Background: an optimization exercise with open tools, aiming at small area and a short achievable clock period. Do not read the settings as production practice. Only the layout flow was run in this run; the RTL was not checked for function there.

==> flow/run.sh <==
#!/bin/bash
# The standard layout (standard.sh), with ORFS's timing repair aimed at a
# setup slack of 13.5 ns at the design's clock period (SETUP_SLACK_MARGIN),
# so that repair_timing sizes and buffers the critical paths.
set -e
export SETUP_SLACK_MARGIN=13.5
bash standard.sh > standard.log 2>&1
==> standard.sh <==
#!/bin/bash
# synth_recipe.tcl (not shown) runs the flow's synth.tcl, then flattens the netlist and writes it again
# the make line also repeats each setting of config.mk as NAME=value (left out here)
make -C /OpenROAD-flow-scripts/flow DESIGN_CONFIG=/design/flow/config.mk WORK_HOME=/design/flow/orfs CLKGATE_MAP_FILE= SYNTH_SCRIPT=/design/flow/synth_recipe.tcl "${@:-finish}"
==> config.mk <==
export PLATFORM = sky130hd
export DESIGN_NAME = CS
export DESIGN_NICKNAME = CS
export VERILOG_FILES = /design/flow/design.v
export SDC_FILE = /design/flow/constraint.sdc
export NUM_CORES = 4
export LEC_CHECK = 0
export CAP_MARGIN = 20
export CORE_MARGIN = 2
export CORE_UTILIZATION = 40
export SLEW_MARGIN = 20
export SYNTH_HIERARCHICAL = 1
export SYNTH_MINIMUM_KEEP_SIZE = 0
==> constraint.sdc <==
create_clock -name core_clock -period 23.0 [get_ports {clk}]
set_input_delay 4.6000 -clock core_clock [delete_from_list [all_inputs] [get_ports {clk}]]
set_output_delay 4.6000 -clock core_clock [all_outputs]
set_load 0.01 [all_outputs]
==> design.v <==
`timescale 1ns/10ps
module cs_fa(input a, input b, input c, output s, output co);
  assign s = a ^ b ^ c;
  assign co = (a & b) | (a & c) | (b & c);
endmodule
module cs_ha(input a, input b, output s, output co);
  assign s = a ^ b;
  assign co = a & b;
endmodule
module cs_hb(input a, input b, output s, output co);
  assign s = ~(a ^ b);
  assign co = a | b;
endmodule
module cs_xor(input a, input b, output y);
  assign y = a ^ b;
endmodule
module cs_xnor(input a, input b, output y);
  assign y = ~(a ^ b);
endmodule
module cs_maj(input a, input b, input c, output y);
  assign y = (a & b) | (a & c) | (b & c);
endmodule
module cs_and(input a, input b, output y);
  assign y = a & b;
endmodule
module cs_or(input a, input b, output y);
  assign y = a | b;
endmodule
module cs_inv(input a, output y);
  assign y = ~a;
endmodule
module cs_nand(input a, input b, output y);
  assign y = ~(a & b);
endmodule
module cs_orn(input a, input b, output y);
  assign y = a | ~b;
endmodule
module cs_o21a(input a, input b, input c, output y);
  assign y = (a | b) & c;
endmodule
module cs_nand3(input a, input b, input c, output y);
  assign y = ~(a & b & c);
endmodule
module cs_nor3(input a, input b, input c, output y);
  assign y = ~(a | b | c);
endmodule
module cs_or3(input a, input b, input c, output y);
  assign y = a | b | c;
endmodule
module cs_and9(input [8:0] a, output y, output ny);
  assign y = &a;
  assign ny = ~(&a);
endmodule
module cs_ao222i(input a0, input b0, input a1, input b1, input a2, input b2, output y);
  assign y = ~((a0 & b0) | (a1 & b1) | (a2 & b2));
endmodule
module cs_and3(input a, input b, input c, output y);
  assign y = a & b & c;
endmodule
module cs_o221a(input a1, input a2, input b1, input b2, input c, output y);
  assign y = (a1 | a2) & (b1 | b2) & c;
endmodule
module cs_mux(input s, input a, input b, output y);
  assign y = s ? b : a;
endmodule
module cs_ge(input [4:0] h, output g1, output g2);
  assign g1 = h[4] | (h[3] & (h[2] | h[1] | h[0]));
  assign g2 = h[4] & (h[3] | h[2] | h[1]);
endmodule
module cs_add5(input [4:0] a, input [4:0] b, output [4:0] s);
  assign s = a + b;
endmodule
module cs_add8(input [7:0] a, input [7:0] b, output [7:0] s);
  assign s = a + b;
endmodule
module cs_add13(input [12:0] a, input [12:0] b, output [12:0] s);
  assign s = a + b;
endmodule
module CS(Y, X, reset, clk);
input clk, reset;
input [7:0] X;
output reg [9:0] Y;
reg [3:0] count;                  
reg [7:0] w0, w1, w2, w3, w4, w5, w6, w7, w8;    
reg [7:0] q;                      
reg [3:0] r;                      
wire full = (count == 4'd9);
wire en = full & ~reset;
wire [7:0] qn;
wire [3:0] rn;
wire [9:0] Yd;
always @(posedge clk) begin
  w0 <= X; w1 <= w0; w2 <= w1; w3 <= w2; w4 <= w3;
  w5 <= w4; w6 <= w5; w7 <= w6; w8 <= w7;
end
always @(posedge clk) begin
  if (reset) count <= 4'd0;
  else if (!full) count <= count + 4'd1;
end
always @(posedge clk) begin
  if (reset) begin q <= 8'd0; r <= 4'd0; end
  else begin q <= qn; r <= rn; end
end
always @(posedge clk) Y <= Yd;
wire n1, n2, n3, n4, n5, n6, n7, n8, n9, n10, n11, n12, n13, n14, n15, n16, n17, n18, n19, n20, n21, n22, n23, n24, n25, n26, n27, n28, n29, n30, n31, n32, n33, n34, n35, n36, n37, n38, n39, n40, n41, n42, n43, n44, n45, n46, n47, n48, n49, n50, n51, n52, n53, n54, n55, n56, n57, n58, n59, n60, n61, n62, n63, n64, n65, n66, n67, n68, n69, n70, n71, n72, n73, n74, n75, n76, n77, n78, n79, n80, n81, n82, n83, n84, n85, n86, n87, n88, n89, n90, n91, n92, n93, n94, n95, n96, n97, n98, n99, n100, n101, n102, n103, n104, n105, n106, n107, n108, n109, n110, n111, n112, n113, n114, n115, n116, n117, n118, n119, n120, n121, n122, n123, n124, n125, n126, n127, n128, n129, n130, n131, n132, n133, n134, n135, n136, n137, n138, n139, n140, n141, n142, n143, n144, n145, n146, n147, n148, n149, n150, n151, n152, n153, n154, n155, n156, n157, n158, n159, n160, n161, n162, n163, n164, n165, n166, n167, n168, n169, n170, n171, n172, n173, n174, n175, n176, n177, n178, n179, n180, n181, n182, n183, n184, n185, n186, n187, n188, n189, n190, n191, n192, n193, n194, n195, n196, n197, n198, n199, n200, n201, n202, n203, n204, n205, n206, n207, n208, n209, n210, n211, n212, n213, n214, n215, n216, n217, n218, n219, n220, n221, n222, n223, n224, n225, n226, n227, n228, n229, n230, n231, n232, n233, n234, n235, n236, n237, n238, n239, n240, n241, n242, n243, n244, n245, n246, n247, n248, n249, n250, n251, n252, n253, n254, n255, n256, n257, n258, n259, n260, n261, n262, n263, n264, n265, n266, n267, n268, n269, n270, n271, n272, n273, n274, n275, n276, n277, n278, n279, n280, n281, n282, n283, n284, n285, n286, n287, n288, n289, n290, n291, n292, n293, n294, n295, n296, n297, n298, n299, n300, n301, n302, n303, n304, n305, n306, n307, n308, n309, n310, n311, n312, n313, n314, n315, n316, n317, n318, n319, n320, n321, n322, n323, n324, n325, n326, n327, n328, n329, n330, n331, n332, n333, n334, n335, n336, n337, n338, n339, n340, n341, n342, n343, n344, n345, n346, n347, n348, n349, n350, n351, n352, n353, n354, n355, n356, n357, n358, n359, n360, n361, n362, n363, n364, n365, n366, n367, n368, n369, n370, n371, n372, n373, n374, n375, n376, n377, n378, n379, n380, n381, n382, n383, n384, n385, n386, n387, n388, n389, n390, n391, n392, n393, n394, n395, n396, n397, n398, n399, n400, n401, n402, n403, n404, n405, n406, n407, n408, n409, n410, n411, n412, n413, n414, n415, n416, n417, n418, n419, n420, n421, n422, n423, n424, n425, n426, n427, n428, n429, n430, n431, n432, n433, n434, n435, n436, n437, n438, n439, n440, n441, n442, n443, n444, n445, n446, n447, n448, n449, n450, n451, n452, n453, n454, n455, n456, n457, n458, n459, n460, n461, n462, n463, n464, n465, n466, n467, n468, n469, n470, n471, n472, n473, n474, n475, n476, n477, n478, n479, n480, n481, n482, n483, n484, n485, n486, n487, n488, n489, n490, n491, n492, n493, n494, n495, n496, n497, n498, n499, n500, n501, n502, n503, n504, n505, n506, n507;
cs_and u0 (.a(w8[0]), .b(full), .y(n1));
cs_and u1 (.a(w8[1]), .b(full), .y(n2));
cs_and u2 (.a(w8[2]), .b(full), .y(n3));
cs_and u3 (.a(w8[3]), .b(full), .y(n4));
cs_and u4 (.a(w8[4]), .b(full), .y(n5));
cs_and u5 (.a(w8[5]), .b(full), .y(n6));
cs_and u6 (.a(w8[6]), .b(full), .y(n7));
cs_and u7 (.a(w8[7]), .b(full), .y(n8));
cs_inv u8 (.a(n1), .y(n9));
cs_inv u9 (.a(n2), .y(n10));
cs_inv u10 (.a(n3), .y(n11));
cs_inv u11 (.a(n7), .y(n12));
cs_inv u12 (.a(n8), .y(n13));
cs_inv u13 (.a(r[0]), .y(n14));
cs_fa u14 (.a(n14), .b(n4), .c(n9), .s(n15), .co(n16));
cs_fa u15 (.a(r[1]), .b(r[0]), .c(n5), .s(n17), .co(n18));
cs_fa u16 (.a(n10), .b(n13), .c(n17), .s(n19), .co(n20));
cs_fa u17 (.a(r[2]), .b(n6), .c(n11), .s(n21), .co(n22));
cs_fa u18 (.a(n18), .b(n21), .c(n20), .s(n23), .co(n24));
cs_fa u19 (.a(r[3]), .b(n22), .c(n24), .s(n25), .co(n26));
cs_ha u20 (.a(n12), .b(n15), .s(n27), .co(n28));
cs_fa u21 (.a(n16), .b(n19), .c(n28), .s(n29), .co(n30));
cs_ha u22 (.a(n23), .b(n30), .s(n31), .co(n32));
cs_ha u23 (.a(n25), .b(n32), .s(n33), .co(n34));
cs_xor u24 (.a(n26), .b(n34), .y(n35));
cs_ge u25 (.h({n35, n33, n31, n29, n27}), .g1(n36), .g2(n37));
cs_fa u26 (.a(n27), .b(n36), .c(n37), .s(n38), .co(n39));
cs_fa u27 (.a(n29), .b(n36), .c(n37), .s(n40), .co(n41));
cs_fa u28 (.a(n31), .b(n36), .c(n37), .s(n42), .co(n43));
cs_ha u29 (.a(n39), .b(n40), .s(n44), .co(n45));
cs_fa u30 (.a(n41), .b(n42), .c(n45), .s(n46), .co(n47));
cs_fa u31 (.a(n33), .b(n43), .c(n47), .s(n48), .co(n49));
cs_inv u32 (.a(X[3]), .y(n50));
cs_inv u33 (.a(X[4]), .y(n51));
cs_inv u34 (.a(X[5]), .y(n52));
cs_ha u35 (.a(n38), .b(X[0]), .s(n53), .co(n54));
cs_fa u36 (.a(X[1]), .b(X[7]), .c(n51), .s(n55), .co(n56));
cs_ha u37 (.a(X[2]), .b(n52), .s(n57), .co(n58));
cs_ha u38 (.a(X[6]), .b(n50), .s(n59), .co(n60));
cs_fa u39 (.a(n44), .b(n54), .c(n55), .s(n61), .co(n62));
cs_fa u40 (.a(n57), .b(n56), .c(n46), .s(n63), .co(n64));
cs_ha u41 (.a(n58), .b(n48), .s(n65), .co(n66));
cs_add5 u42 (.a({n66, n65, n63, n61, n53}), .b({1'b0, n64, n62, n60, n59}), .s({n71, n70, n69, n68, n67}));
cs_ge u43 (.h({n71, n70, n69, n68, n67}), .g1(n72), .g2(n73));
cs_fa u44 (.a(n67), .b(n72), .c(n73), .s(n74), .co(n75));
cs_fa u45 (.a(n68), .b(n72), .c(n73), .s(n76), .co(n77));
cs_fa u46 (.a(n69), .b(n72), .c(n73), .s(n78), .co(n79));
cs_ha u47 (.a(n75), .b(n76), .s(n80), .co(n81));
cs_fa u48 (.a(n77), .b(n78), .c(n81), .s(n82), .co(n83));
cs_fa u49 (.a(n70), .b(n79), .c(n83), .s(n84), .co(n85));
cs_inv u50 (.a(n4), .y(n86));
cs_inv u51 (.a(n5), .y(n87));
cs_inv u52 (.a(n6), .y(n88));
cs_inv u53 (.a(q[1]), .y(n89));
cs_inv u54 (.a(q[5]), .y(n90));
cs_inv u55 (.a(q[6]), .y(n91));
cs_inv u56 (.a(q[7]), .y(n92));
cs_fa u57 (.a(q[0]), .b(n86), .c(n12), .s(n93), .co(n94));
cs_ha u58 (.a(n36), .b(n37), .s(n95), .co(n96));
cs_fa u59 (.a(n89), .b(n87), .c(n12), .s(n97), .co(n98));
cs_ha u60 (.a(n13), .b(X[4]), .s(n99), .co(n100));
cs_fa u61 (.a(q[2]), .b(q[1]), .c(n88), .s(n101), .co(n102));
cs_fa u62 (.a(n12), .b(n13), .c(X[5]), .s(n103), .co(n104));
cs_fa u63 (.a(n93), .b(n95), .c(X[3]), .s(n105), .co(n106));
cs_fa u64 (.a(n97), .b(n94), .c(n96), .s(n107), .co(n108));
cs_ha u65 (.a(X[6]), .b(X[7]), .s(n109), .co(n110));
cs_fa u66 (.a(n101), .b(n98), .c(X[6]), .s(n111), .co(n112));
cs_fa u67 (.a(X[7]), .b(n100), .c(n103), .s(n113), .co(n114));
cs_fa u68 (.a(q[3]), .b(n13), .c(n102), .s(n115), .co(n116));
cs_ha u69 (.a(X[7]), .b(n104), .s(n117), .co(n118));
cs_ha u70 (.a(X[6]), .b(n105), .s(n119), .co(n120));
cs_fa u71 (.a(n107), .b(n99), .c(n109), .s(n121), .co(n122));
cs_fa u72 (.a(n108), .b(n110), .c(n111), .s(n123), .co(n124));
cs_fa u73 (.a(n115), .b(n112), .c(n117), .s(n125), .co(n126));
cs_ha u74 (.a(q[4]), .b(n116), .s(n127), .co(n128));
cs_ha u75 (.a(n119), .b(n72), .s(n129), .co(n130));
cs_fa u76 (.a(n106), .b(n121), .c(n120), .s(n131), .co(n132));
cs_fa u77 (.a(n122), .b(n113), .c(n123), .s(n133), .co(n134));
cs_fa u78 (.a(n114), .b(n124), .c(n125), .s(n135), .co(n136));
cs_fa u79 (.a(n127), .b(n118), .c(n126), .s(n137), .co(n138));
cs_ha u80 (.a(n90), .b(n128), .s(n139), .co(n140));
cs_ha u81 (.a(q[5]), .b(n91), .s(n141), .co(n142));
cs_ha u82 (.a(q[6]), .b(n92), .s(n143), .co(n144));
cs_add8 u83 (.a({n143, n141, n139, n137, n135, n133, n131, n73}), .b({n142, n140, n138, n136, n134, n132, n130, n129}), .s({n152, n151, n150, n149, n148, n147, n146, n145}));
cs_inv u84 (.a(q[0]), .y(n153));
cs_inv u85 (.a(q[1]), .y(n154));
cs_inv u86 (.a(q[2]), .y(n155));
cs_inv u87 (.a(q[3]), .y(n156));
cs_inv u88 (.a(q[4]), .y(n157));
cs_inv u89 (.a(q[5]), .y(n158));
cs_inv u90 (.a(q[6]), .y(n159));
cs_inv u91 (.a(q[7]), .y(n160));
cs_inv u92 (.a(q[0]), .y(n161));
cs_inv u93 (.a(q[1]), .y(n162));
cs_inv u94 (.a(q[2]), .y(n163));
cs_inv u95 (.a(q[3]), .y(n164));
cs_inv u96 (.a(q[4]), .y(n165));
cs_inv u97 (.a(q[5]), .y(n166));
cs_inv u98 (.a(q[6]), .y(n167));
cs_inv u99 (.a(q[7]), .y(n168));
cs_inv u100 (.a(q[0]), .y(n169));
cs_inv u101 (.a(q[1]), .y(n170));
cs_inv u102 (.a(q[2]), .y(n171));
cs_inv u103 (.a(q[3]), .y(n172));
cs_inv u104 (.a(q[4]), .y(n173));
cs_inv u105 (.a(q[5]), .y(n174));
cs_inv u106 (.a(q[6]), .y(n175));
cs_inv u107 (.a(q[7]), .y(n176));
cs_and u108 (.a(w0[0]), .b(n153), .y(n177));
cs_maj u109 (.a(w0[1]), .b(n154), .c(n177), .y(n178));
cs_maj u110 (.a(w0[2]), .b(n155), .c(n178), .y(n179));
cs_maj u111 (.a(w0[3]), .b(n156), .c(n179), .y(n180));
cs_maj u112 (.a(w0[4]), .b(n157), .c(n180), .y(n181));
cs_maj u113 (.a(w0[5]), .b(n158), .c(n181), .y(n182));
cs_maj u114 (.a(w0[6]), .b(n159), .c(n182), .y(n183));
cs_maj u115 (.a(w0[7]), .b(n160), .c(n183), .y(n184));
cs_and u116 (.a(w1[0]), .b(n153), .y(n185));
cs_maj u117 (.a(w1[1]), .b(n154), .c(n185), .y(n186));
cs_maj u118 (.a(w1[2]), .b(n155), .c(n186), .y(n187));
cs_maj u119 (.a(w1[3]), .b(n156), .c(n187), .y(n188));
cs_maj u120 (.a(w1[4]), .b(n157), .c(n188), .y(n189));
cs_maj u121 (.a(w1[5]), .b(n158), .c(n189), .y(n190));
cs_maj u122 (.a(w1[6]), .b(n159), .c(n190), .y(n191));
cs_maj u123 (.a(w1[7]), .b(n160), .c(n191), .y(n192));
cs_and u124 (.a(w2[0]), .b(n153), .y(n193));
cs_maj u125 (.a(w2[1]), .b(n154), .c(n193), .y(n194));
cs_maj u126 (.a(w2[2]), .b(n155), .c(n194), .y(n195));
cs_maj u127 (.a(w2[3]), .b(n156), .c(n195), .y(n196));
cs_maj u128 (.a(w2[4]), .b(n157), .c(n196), .y(n197));
cs_maj u129 (.a(w2[5]), .b(n158), .c(n197), .y(n198));
cs_maj u130 (.a(w2[6]), .b(n159), .c(n198), .y(n199));
cs_maj u131 (.a(w2[7]), .b(n160), .c(n199), .y(n200));
cs_and u132 (.a(w3[0]), .b(n161), .y(n201));
cs_maj u133 (.a(w3[1]), .b(n162), .c(n201), .y(n202));
cs_maj u134 (.a(w3[2]), .b(n163), .c(n202), .y(n203));
cs_maj u135 (.a(w3[3]), .b(n164), .c(n203), .y(n204));
cs_maj u136 (.a(w3[4]), .b(n165), .c(n204), .y(n205));
cs_maj u137 (.a(w3[5]), .b(n166), .c(n205), .y(n206));
cs_maj u138 (.a(w3[6]), .b(n167), .c(n206), .y(n207));
cs_maj u139 (.a(w3[7]), .b(n168), .c(n207), .y(n208));
cs_and u140 (.a(w4[0]), .b(n161), .y(n209));
cs_maj u141 (.a(w4[1]), .b(n162), .c(n209), .y(n210));
cs_maj u142 (.a(w4[2]), .b(n163), .c(n210), .y(n211));
cs_maj u143 (.a(w4[3]), .b(n164), .c(n211), .y(n212));
cs_maj u144 (.a(w4[4]), .b(n165), .c(n212), .y(n213));
cs_maj u145 (.a(w4[5]), .b(n166), .c(n213), .y(n214));
cs_maj u146 (.a(w4[6]), .b(n167), .c(n214), .y(n215));
cs_maj u147 (.a(w4[7]), .b(n168), .c(n215), .y(n216));
cs_and u148 (.a(w5[0]), .b(n161), .y(n217));
cs_maj u149 (.a(w5[1]), .b(n162), .c(n217), .y(n218));
cs_maj u150 (.a(w5[2]), .b(n163), .c(n218), .y(n219));
cs_maj u151 (.a(w5[3]), .b(n164), .c(n219), .y(n220));
cs_maj u152 (.a(w5[4]), .b(n165), .c(n220), .y(n221));
cs_maj u153 (.a(w5[5]), .b(n166), .c(n221), .y(n222));
cs_maj u154 (.a(w5[6]), .b(n167), .c(n222), .y(n223));
cs_maj u155 (.a(w5[7]), .b(n168), .c(n223), .y(n224));
cs_and u156 (.a(w6[0]), .b(n169), .y(n225));
cs_maj u157 (.a(w6[1]), .b(n170), .c(n225), .y(n226));
cs_maj u158 (.a(w6[2]), .b(n171), .c(n226), .y(n227));
cs_maj u159 (.a(w6[3]), .b(n172), .c(n227), .y(n228));
cs_maj u160 (.a(w6[4]), .b(n173), .c(n228), .y(n229));
cs_maj u161 (.a(w6[5]), .b(n174), .c(n229), .y(n230));
cs_maj u162 (.a(w6[6]), .b(n175), .c(n230), .y(n231));
cs_maj u163 (.a(w6[7]), .b(n176), .c(n231), .y(n232));
cs_and u164 (.a(w7[0]), .b(n169), .y(n233));
cs_maj u165 (.a(w7[1]), .b(n170), .c(n233), .y(n234));
cs_maj u166 (.a(w7[2]), .b(n171), .c(n234), .y(n235));
cs_maj u167 (.a(w7[3]), .b(n172), .c(n235), .y(n236));
cs_maj u168 (.a(w7[4]), .b(n173), .c(n236), .y(n237));
cs_maj u169 (.a(w7[5]), .b(n174), .c(n237), .y(n238));
cs_maj u170 (.a(w7[6]), .b(n175), .c(n238), .y(n239));
cs_maj u171 (.a(w7[7]), .b(n176), .c(n239), .y(n240));
cs_and u172 (.a(w8[0]), .b(n169), .y(n241));
cs_maj u173 (.a(w8[1]), .b(n170), .c(n241), .y(n242));
cs_maj u174 (.a(w8[2]), .b(n171), .c(n242), .y(n243));
cs_maj u175 (.a(w8[3]), .b(n172), .c(n243), .y(n244));
cs_maj u176 (.a(w8[4]), .b(n173), .c(n244), .y(n245));
cs_maj u177 (.a(w8[5]), .b(n174), .c(n245), .y(n246));
cs_maj u178 (.a(w8[6]), .b(n175), .c(n246), .y(n247));
cs_maj u179 (.a(w8[7]), .b(n176), .c(n247), .y(n248));
cs_orn u180 (.a(n184), .b(w0[7]), .y(n249));
cs_orn u181 (.a(n192), .b(w1[7]), .y(n250));
cs_orn u182 (.a(n200), .b(w2[7]), .y(n251));
cs_orn u183 (.a(n208), .b(w3[7]), .y(n252));
cs_orn u184 (.a(n216), .b(w4[7]), .y(n253));
cs_orn u185 (.a(n224), .b(w5[7]), .y(n254));
cs_orn u186 (.a(n232), .b(w6[7]), .y(n255));
cs_orn u187 (.a(n240), .b(w7[7]), .y(n256));
cs_orn u188 (.a(n248), .b(w8[7]), .y(n257));
cs_nand3 u189 (.a(n249), .b(n250), .c(n251), .y(n258));
cs_nand3 u190 (.a(n252), .b(n253), .c(n254), .y(n259));
cs_nand3 u191 (.a(n255), .b(n256), .c(n257), .y(n260));
cs_nor3 u192 (.a(n258), .b(n259), .c(n260), .y(n261));
cs_nor3 u193 (.a(n258), .b(n259), .c(n260), .y(n262));
cs_or3 u194 (.a(n258), .b(n259), .c(n260), .y(n263));
cs_inv u195 (.a(n184), .y(n264));
cs_o21a u196 (.a(w0[7]), .b(n261), .c(n264), .y(n265));
cs_inv u197 (.a(n192), .y(n266));
cs_o21a u198 (.a(w1[7]), .b(n261), .c(n266), .y(n267));
cs_inv u199 (.a(n200), .y(n268));
cs_o21a u200 (.a(w2[7]), .b(n261), .c(n268), .y(n269));
cs_inv u201 (.a(n208), .y(n270));
cs_o21a u202 (.a(w3[7]), .b(n261), .c(n270), .y(n271));
cs_inv u203 (.a(n216), .y(n272));
cs_o21a u204 (.a(w4[7]), .b(n261), .c(n272), .y(n273));
cs_inv u205 (.a(n224), .y(n274));
cs_o21a u206 (.a(w5[7]), .b(n262), .c(n274), .y(n275));
cs_inv u207 (.a(n232), .y(n276));
cs_o21a u208 (.a(w6[7]), .b(n262), .c(n276), .y(n277));
cs_inv u209 (.a(n240), .y(n278));
cs_o21a u210 (.a(w7[7]), .b(n262), .c(n278), .y(n279));
cs_inv u211 (.a(n248), .y(n280));
cs_o21a u212 (.a(w8[7]), .b(n262), .c(n280), .y(n281));
cs_nand u213 (.a(n265), .b(w0[6]), .y(n282));
cs_nand u214 (.a(n267), .b(w1[6]), .y(n283));
cs_nand u215 (.a(n269), .b(w2[6]), .y(n284));
cs_nand u216 (.a(n271), .b(w3[6]), .y(n285));
cs_nand u217 (.a(n273), .b(w4[6]), .y(n286));
cs_nand u218 (.a(n275), .b(w5[6]), .y(n287));
cs_nand u219 (.a(n277), .b(w6[6]), .y(n288));
cs_nand u220 (.a(n279), .b(w7[6]), .y(n289));
cs_nand u221 (.a(n281), .b(w8[6]), .y(n290));
cs_nand3 u222 (.a(n282), .b(n283), .c(n284), .y(n291));
cs_nand3 u223 (.a(n285), .b(n286), .c(n287), .y(n292));
cs_nand3 u224 (.a(n288), .b(n289), .c(n290), .y(n293));
cs_nor3 u225 (.a(n291), .b(n292), .c(n293), .y(n294));
cs_nor3 u226 (.a(n291), .b(n292), .c(n293), .y(n295));
cs_or3 u227 (.a(n291), .b(n292), .c(n293), .y(n296));
cs_o21a u228 (.a(w0[6]), .b(n294), .c(n265), .y(n297));
cs_o21a u229 (.a(w1[6]), .b(n294), .c(n267), .y(n298));
cs_o21a u230 (.a(w2[6]), .b(n294), .c(n269), .y(n299));
cs_o21a u231 (.a(w3[6]), .b(n294), .c(n271), .y(n300));
cs_o21a u232 (.a(w4[6]), .b(n294), .c(n273), .y(n301));
cs_o21a u233 (.a(w5[6]), .b(n295), .c(n275), .y(n302));
cs_o21a u234 (.a(w6[6]), .b(n295), .c(n277), .y(n303));
cs_o21a u235 (.a(w7[6]), .b(n295), .c(n279), .y(n304));
cs_o21a u236 (.a(w8[6]), .b(n295), .c(n281), .y(n305));
cs_nand u237 (.a(n297), .b(w0[5]), .y(n306));
cs_nand u238 (.a(n298), .b(w1[5]), .y(n307));
cs_nand u239 (.a(n299), .b(w2[5]), .y(n308));
cs_nand u240 (.a(n300), .b(w3[5]), .y(n309));
cs_nand u241 (.a(n301), .b(w4[5]), .y(n310));
cs_nand u242 (.a(n302), .b(w5[5]), .y(n311));
cs_nand u243 (.a(n303), .b(w6[5]), .y(n312));
cs_nand u244 (.a(n304), .b(w7[5]), .y(n313));
cs_nand u245 (.a(n305), .b(w8[5]), .y(n314));
cs_nand3 u246 (.a(n306), .b(n307), .c(n308), .y(n315));
cs_nand3 u247 (.a(n309), .b(n310), .c(n311), .y(n316));
cs_nand3 u248 (.a(n312), .b(n313), .c(n314), .y(n317));
cs_nor3 u249 (.a(n315), .b(n316), .c(n317), .y(n318));
cs_nor3 u250 (.a(n315), .b(n316), .c(n317), .y(n319));
cs_or3 u251 (.a(n315), .b(n316), .c(n317), .y(n320));
cs_o21a u252 (.a(w0[5]), .b(n318), .c(n297), .y(n321));
cs_o21a u253 (.a(w1[5]), .b(n318), .c(n298), .y(n322));
cs_o21a u254 (.a(w2[5]), .b(n318), .c(n299), .y(n323));
cs_o21a u255 (.a(w3[5]), .b(n318), .c(n300), .y(n324));
cs_o21a u256 (.a(w4[5]), .b(n318), .c(n301), .y(n325));
cs_o21a u257 (.a(w5[5]), .b(n319), .c(n302), .y(n326));
cs_o21a u258 (.a(w6[5]), .b(n319), .c(n303), .y(n327));
cs_o21a u259 (.a(w7[5]), .b(n319), .c(n304), .y(n328));
cs_o21a u260 (.a(w8[5]), .b(n319), .c(n305), .y(n329));
cs_nand u261 (.a(n321), .b(w0[4]), .y(n330));
cs_nand u262 (.a(n322), .b(w1[4]), .y(n331));
cs_nand u263 (.a(n323), .b(w2[4]), .y(n332));
cs_nand u264 (.a(n324), .b(w3[4]), .y(n333));
cs_nand u265 (.a(n325), .b(w4[4]), .y(n334));
cs_nand u266 (.a(n326), .b(w5[4]), .y(n335));
cs_nand u267 (.a(n327), .b(w6[4]), .y(n336));
cs_nand u268 (.a(n328), .b(w7[4]), .y(n337));
cs_nand u269 (.a(n329), .b(w8[4]), .y(n338));
cs_nand3 u270 (.a(n330), .b(n331), .c(n332), .y(n339));
cs_nand3 u271 (.a(n333), .b(n334), .c(n335), .y(n340));
cs_nand3 u272 (.a(n336), .b(n337), .c(n338), .y(n341));
cs_nor3 u273 (.a(n339), .b(n340), .c(n341), .y(n342));
cs_nor3 u274 (.a(n339), .b(n340), .c(n341), .y(n343));
cs_or3 u275 (.a(n339), .b(n340), .c(n341), .y(n344));
cs_o21a u276 (.a(w0[4]), .b(n342), .c(n321), .y(n345));
cs_o21a u277 (.a(w1[4]), .b(n342), .c(n322), .y(n346));
cs_o21a u278 (.a(w2[4]), .b(n342), .c(n323), .y(n347));
cs_o21a u279 (.a(w3[4]), .b(n342), .c(n324), .y(n348));
cs_o21a u280 (.a(w4[4]), .b(n342), .c(n325), .y(n349));
cs_o21a u281 (.a(w5[4]), .b(n343), .c(n326), .y(n350));
cs_o21a u282 (.a(w6[4]), .b(n343), .c(n327), .y(n351));
cs_o21a u283 (.a(w7[4]), .b(n343), .c(n328), .y(n352));
cs_o21a u284 (.a(w8[4]), .b(n343), .c(n329), .y(n353));
cs_nand u285 (.a(n345), .b(w0[3]), .y(n354));
cs_nand u286 (.a(n346), .b(w1[3]), .y(n355));
cs_nand u287 (.a(n347), .b(w2[3]), .y(n356));
cs_nand u288 (.a(n348), .b(w3[3]), .y(n357));
cs_nand u289 (.a(n349), .b(w4[3]), .y(n358));
cs_nand u290 (.a(n350), .b(w5[3]), .y(n359));
cs_nand u291 (.a(n351), .b(w6[3]), .y(n360));
cs_nand u292 (.a(n352), .b(w7[3]), .y(n361));
cs_nand u293 (.a(n353), .b(w8[3]), .y(n362));
cs_nand3 u294 (.a(n354), .b(n355), .c(n356), .y(n363));
cs_nand3 u295 (.a(n357), .b(n358), .c(n359), .y(n364));
cs_nand3 u296 (.a(n360), .b(n361), .c(n362), .y(n365));
cs_nor3 u297 (.a(n363), .b(n364), .c(n365), .y(n366));
cs_nor3 u298 (.a(n363), .b(n364), .c(n365), .y(n367));
cs_or3 u299 (.a(n363), .b(n364), .c(n365), .y(n368));
cs_o21a u300 (.a(w0[3]), .b(n366), .c(n345), .y(n369));
cs_o21a u301 (.a(w1[3]), .b(n366), .c(n346), .y(n370));
cs_o21a u302 (.a(w2[3]), .b(n366), .c(n347), .y(n371));
cs_o21a u303 (.a(w3[3]), .b(n366), .c(n348), .y(n372));
cs_o21a u304 (.a(w4[3]), .b(n366), .c(n349), .y(n373));
cs_o21a u305 (.a(w5[3]), .b(n367), .c(n350), .y(n374));
cs_o21a u306 (.a(w6[3]), .b(n367), .c(n351), .y(n375));
cs_o21a u307 (.a(w7[3]), .b(n367), .c(n352), .y(n376));
cs_o21a u308 (.a(w8[3]), .b(n367), .c(n353), .y(n377));
cs_nand u309 (.a(n369), .b(w0[2]), .y(n378));
cs_nand u310 (.a(n370), .b(w1[2]), .y(n379));
cs_nand u311 (.a(n371), .b(w2[2]), .y(n380));
cs_nand u312 (.a(n372), .b(w3[2]), .y(n381));
cs_nand u313 (.a(n373), .b(w4[2]), .y(n382));
cs_nand u314 (.a(n374), .b(w5[2]), .y(n383));
cs_nand u315 (.a(n375), .b(w6[2]), .y(n384));
cs_nand u316 (.a(n376), .b(w7[2]), .y(n385));
cs_nand u317 (.a(n377), .b(w8[2]), .y(n386));
cs_nand3 u318 (.a(n378), .b(n379), .c(n380), .y(n387));
cs_nand3 u319 (.a(n381), .b(n382), .c(n383), .y(n388));
cs_nand3 u320 (.a(n384), .b(n385), .c(n386), .y(n389));
cs_nor3 u321 (.a(n387), .b(n388), .c(n389), .y(n390));
cs_nor3 u322 (.a(n387), .b(n388), .c(n389), .y(n391));
cs_or3 u323 (.a(n387), .b(n388), .c(n389), .y(n392));
cs_o21a u324 (.a(w0[2]), .b(n390), .c(n369), .y(n393));
cs_o21a u325 (.a(w1[2]), .b(n390), .c(n370), .y(n394));
cs_o21a u326 (.a(w2[2]), .b(n390), .c(n371), .y(n395));
cs_o21a u327 (.a(w3[2]), .b(n390), .c(n372), .y(n396));
cs_o21a u328 (.a(w4[2]), .b(n390), .c(n373), .y(n397));
cs_o21a u329 (.a(w5[2]), .b(n391), .c(n374), .y(n398));
cs_o21a u330 (.a(w6[2]), .b(n391), .c(n375), .y(n399));
cs_o21a u331 (.a(w7[2]), .b(n391), .c(n376), .y(n400));
cs_o21a u332 (.a(w8[2]), .b(n391), .c(n377), .y(n401));
cs_nand u333 (.a(n393), .b(w0[1]), .y(n402));
cs_nand u334 (.a(n394), .b(w1[1]), .y(n403));
cs_nand u335 (.a(n395), .b(w2[1]), .y(n404));
cs_nand u336 (.a(n396), .b(w3[1]), .y(n405));
cs_nand u337 (.a(n397), .b(w4[1]), .y(n406));
cs_nand u338 (.a(n398), .b(w5[1]), .y(n407));
cs_nand u339 (.a(n399), .b(w6[1]), .y(n408));
cs_nand u340 (.a(n400), .b(w7[1]), .y(n409));
cs_nand u341 (.a(n401), .b(w8[1]), .y(n410));
cs_nand3 u342 (.a(n402), .b(n403), .c(n404), .y(n411));
cs_nand3 u343 (.a(n405), .b(n406), .c(n407), .y(n412));
cs_nand3 u344 (.a(n408), .b(n409), .c(n410), .y(n413));
cs_nor3 u345 (.a(n411), .b(n412), .c(n413), .y(n414));
cs_nor3 u346 (.a(n411), .b(n412), .c(n413), .y(n415));
cs_or3 u347 (.a(n411), .b(n412), .c(n413), .y(n416));
cs_o21a u348 (.a(w0[1]), .b(n414), .c(n393), .y(n417));
cs_o21a u349 (.a(w1[1]), .b(n414), .c(n394), .y(n418));
cs_o21a u350 (.a(w2[1]), .b(n414), .c(n395), .y(n419));
cs_o21a u351 (.a(w3[1]), .b(n414), .c(n396), .y(n420));
cs_o21a u352 (.a(w4[1]), .b(n414), .c(n397), .y(n421));
cs_o21a u353 (.a(w5[1]), .b(n415), .c(n398), .y(n422));
cs_o21a u354 (.a(w6[1]), .b(n415), .c(n399), .y(n423));
cs_o21a u355 (.a(w7[1]), .b(n415), .c(n400), .y(n424));
cs_o21a u356 (.a(w8[1]), .b(n415), .c(n401), .y(n425));
cs_nand u357 (.a(n417), .b(w0[0]), .y(n426));
cs_nand u358 (.a(n418), .b(w1[0]), .y(n427));
cs_nand u359 (.a(n419), .b(w2[0]), .y(n428));
cs_nand u360 (.a(n420), .b(w3[0]), .y(n429));
cs_nand u361 (.a(n421), .b(w4[0]), .y(n430));
cs_nand u362 (.a(n422), .b(w5[0]), .y(n431));
cs_nand u363 (.a(n423), .b(w6[0]), .y(n432));
cs_nand u364 (.a(n424), .b(w7[0]), .y(n433));
cs_nand u365 (.a(n425), .b(w8[0]), .y(n434));
cs_nand3 u366 (.a(n426), .b(n427), .c(n428), .y(n435));
cs_nand3 u367 (.a(n429), .b(n430), .c(n431), .y(n436));
cs_nand3 u368 (.a(n432), .b(n433), .c(n434), .y(n437));
cs_nor3 u369 (.a(n435), .b(n436), .c(n437), .y(n438));
cs_nor3 u370 (.a(n435), .b(n436), .c(n437), .y(n439));
cs_or3 u371 (.a(n435), .b(n436), .c(n437), .y(n440));
cs_ha u372 (.a(q[0]), .b(q[3]), .s(n441), .co(n442));
cs_ha u373 (.a(q[1]), .b(q[4]), .s(n443), .co(n444));
cs_ha u374 (.a(q[2]), .b(q[5]), .s(n445), .co(n446));
cs_ha u375 (.a(q[3]), .b(q[6]), .s(n447), .co(n448));
cs_ha u376 (.a(q[4]), .b(q[7]), .s(n449), .co(n450));
cs_ha u377 (.a(r[3]), .b(n441), .s(n451), .co(n452));
cs_fa u378 (.a(n443), .b(n442), .c(n344), .s(n453), .co(n454));
cs_fa u379 (.a(n445), .b(n444), .c(n320), .s(n455), .co(n456));
cs_fa u380 (.a(n447), .b(n446), .c(n296), .s(n457), .co(n458));
cs_fa u381 (.a(n449), .b(n448), .c(n263), .s(n459), .co(n460));
cs_ha u382 (.a(q[5]), .b(n450), .s(n461), .co(n462));
cs_ha u383 (.a(q[0]), .b(r[0]), .s(n463), .co(n464));
cs_fa u384 (.a(q[1]), .b(r[1]), .c(n416), .s(n465), .co(n466));
cs_fa u385 (.a(q[2]), .b(r[2]), .c(n392), .s(n467), .co(n468));
cs_fa u386 (.a(n451), .b(n368), .c(n440), .s(n469), .co(n470));
cs_fa u387 (.a(n452), .b(n453), .c(n416), .s(n471), .co(n472));
cs_fa u388 (.a(n455), .b(n454), .c(n392), .s(n473), .co(n474));
cs_fa u389 (.a(n457), .b(n456), .c(n368), .s(n475), .co(n476));
cs_fa u390 (.a(n459), .b(n458), .c(n344), .s(n477), .co(n478));
cs_fa u391 (.a(n461), .b(n460), .c(n320), .s(n479), .co(n480));
cs_fa u392 (.a(q[6]), .b(n462), .c(n296), .s(n481), .co(n482));
cs_ha u393 (.a(q[7]), .b(n263), .s(n483), .co(n484));
cs_add13 u394 (.a({1'b0, n484, n483, n481, n479, n477, n475, n473, n471, n469, n467, n465, n440}), .b({1'b0, 1'b0, n482, n480, n478, n476, n474, n472, n470, n468, n466, n464, n463}), .s({n497, n496, n495, n494, n493, n492, n491, n490, n489, n488, n487, n486, n485}));
cs_and u395 (.a(n488), .b(en), .y(n498));
cs_and u396 (.a(n489), .b(en), .y(n499));
cs_and u397 (.a(n490), .b(en), .y(n500));
cs_and u398 (.a(n491), .b(en), .y(n501));
cs_and u399 (.a(n492), .b(en), .y(n502));
cs_and u400 (.a(n493), .b(en), .y(n503));
cs_and u401 (.a(n494), .b(en), .y(n504));
cs_and u402 (.a(n495), .b(en), .y(n505));
cs_and u403 (.a(n496), .b(en), .y(n506));
cs_and u404 (.a(n497), .b(en), .y(n507));
assign qn[0] = n145;
assign qn[1] = n146;
assign qn[2] = n147;
assign qn[3] = n148;
assign qn[4] = n149;
assign qn[5] = n150;
assign qn[6] = n151;
assign qn[7] = n152;
assign rn[0] = n74;
assign rn[1] = n80;
assign rn[2] = n82;
assign rn[3] = n84;
assign Yd[0] = n498;
assign Yd[1] = n499;
assign Yd[2] = n500;
assign Yd[3] = n501;
assign Yd[4] = n502;
assign Yd[5] = n503;
assign Yd[6] = n504;
assign Yd[7] = n505;
assign Yd[8] = n506;
assign Yd[9] = n507;
endmodule
==> flow_summary.json <==
{
  "status": "no timing/DRC/antenna violations",
  "num_vias": 4780,
  "gp_congestion": 0.839,
  "synth_area_per_cell_um2": 10.2,
  "startpoint_type": "register",
  "required_ps": 23250,
  "crit_buf_inv": 1,
  "nets": 834,
  "clk_latency_ps": 360,
  "syn_area_um2": 6730,
  "port-buffer-count": 19,
  "grt_pass1_wl_um": 25000,
  "hold_viol": 0,
  "cts_root_buf": "clkbuf_16",
  "placed_cell_area_um2": 7200,
  "grt-ovfl-total": 0,
  "grt_setup_unrepaired": "yes",
  "core_area_um2": 16500,
  "worstPathArrival_ps": 9480,
  "hp-class": "reg -> reg",
  "multi_input_area_um2": 5090,
  "grt_antenna_before_repair": 0,
  "worstSetupPathType": "reg -> reg",
  "hold_ws_ps": 371,
  "syn_to_final_growth_pct": 23.0,
  "yosysWarningCount": 7,
  "dr.pass1.iters": 4,
  "cts_tree": "done",
  "slowest_delay_ps": 600,
  "grt_max_degree": 19,
  "skew_ps": 10.4,
  "drv_cap": 0,
  "wirelength_um": 15100,
  "final_cell_area_um2": 8270,
  "crit_slowest_cell": "fa_1",
  "path_delay_family": "simple AND/OR/NAND/NOR gates",
  "drc_errors": 0,
  "drt_iter0_markers": 240,
  "clkSinkCount": 98,
  "design.portCount": 20,
  "grtUsageTotal_pct": 17.8,
  "dieWidth_um": 134,
  "slew_headroom_pct": 55.4,
  "start_util_pct": 40.7,
  "final_cell_mix": "96 x dfxtp_1, 64 x o21a_1, 63 x maj3_2",
  "worstMarginPinSlew_ps": 667,
  "grt_pass1_vias": 5045,
  "fmax_mhz": 108,
  "slew_violations": 0,
  "diodes": 0,
  "die_h_um": 134,
  "mostFrequentLayoutCell": "dfxtp_1",
  "fill_cells": 1513,
  "dp_hpwl_um": 12000,
  "min_period_ps": 9230,
  "num_rows": 47,
  "cts_buffers": 9,
  "drive_above_1_share_pct": 30.0,
  "dieArea_um2": 17900,
  "drt-wirelength-per-cell_um": 16.0,
  "clkSlewWorstSetupHoldPaths_ps": 70,
  "ff2ff_setup_slack_ps": 13770,
  "synthCells": 657,
  "final-seq-area_um2": 1970,
  "cts.htree.levels": 3,
  "cp_max_fo": 6,
  "fin_crit_sh_pct": 40.1,
  "setup_viol": 0,
  "cts.path.max_buffers": 2,
  "setup_tns_ps": 0,
  "cp-end-kind": "register",
  "vias_per_cell": 5.06,
  "antenna_left": 0
}
through the flow:
stage	utilization (%)	std cells	setup slack, ps
final	50.0	944	13770
after global routing	50.0	944	13360
after CTS	46.2	915	13500
after detailed placement	43.5	898	12830
after global placement	43.5	898	13010
after floorplan	-	660	13990
layer usage:
layer  wire length (um)  vias up  GRT usage (%)
li1                   -     2366              -
met1               6930     2328           23.2
met2               7490       61           29.5
met3                326       25           2.13
met4                376        0           8.33
met5                  0        -              0
worst paths after layout:
path,start,end,cells after the start
setup / recovery,q[0],Y[6],48
setup reg to reg,q[0],Y[6],48
hold / removal,w1[0],w2[0],0
hold reg to reg,w1[0],w2[0],0
registers in the layout (all words and copies together) (netlist names), 8 cells and up:
register,count
w3,8
q,8
w8,8
w5,8
w7,8
w2,8
w4,8
w6,8
w0,8
w1,8
Y,10
cell type report:
| cell class | instances | share of cell area [%] |
|---|---|---|
| flip-flops and latches | 98 | 23.8 |
| clock inverters | 6 | 0.696 |
| clock buffers | 10 | 2.89 |
| inverters | 60 | 2.75 |
| repair buffers | 49 | 5.02 |
| multi-input cells | 501 | 61.5 |
| well taps | 220 | 3.33 |
repair_timing:
item / in CTS / in global routing
endpoints found under the setup margin: 9 / 9
buffers inserted: 1 / 29
resized for setup: 27 / 90
pin swaps: 10 / 101
hold buffers: 0 / 0

==> what the ideal ports hide <==
No port has a modelled driver above. Below, the same layout with a new extraction and two added sets of constraints.
Step 1: set_driving_cell puts a clkbuf_16 on clk and a buf_2 on each other input, an assumption about the parent block.
Step 2, shift: input delay + t, output delay - t, t = (earliest + latest rising clock arrival at the registers) / 2. This alone moves slack from input paths to output paths.
Slacks: ideal / step 1 / step 2; pairs: ideal / step 1.
t, ns: 0.399
setup WS [ns]: 13.768 / 13.768 / 13.390
worst setup path at the end: input to register
slew at the worst register clock pin (ns): 0.07 / 0.07
After both steps this run still meets setup and hold. The setup slack of this run moves by 0.000 ns with the drivers and by -0.378 ns with both steps.
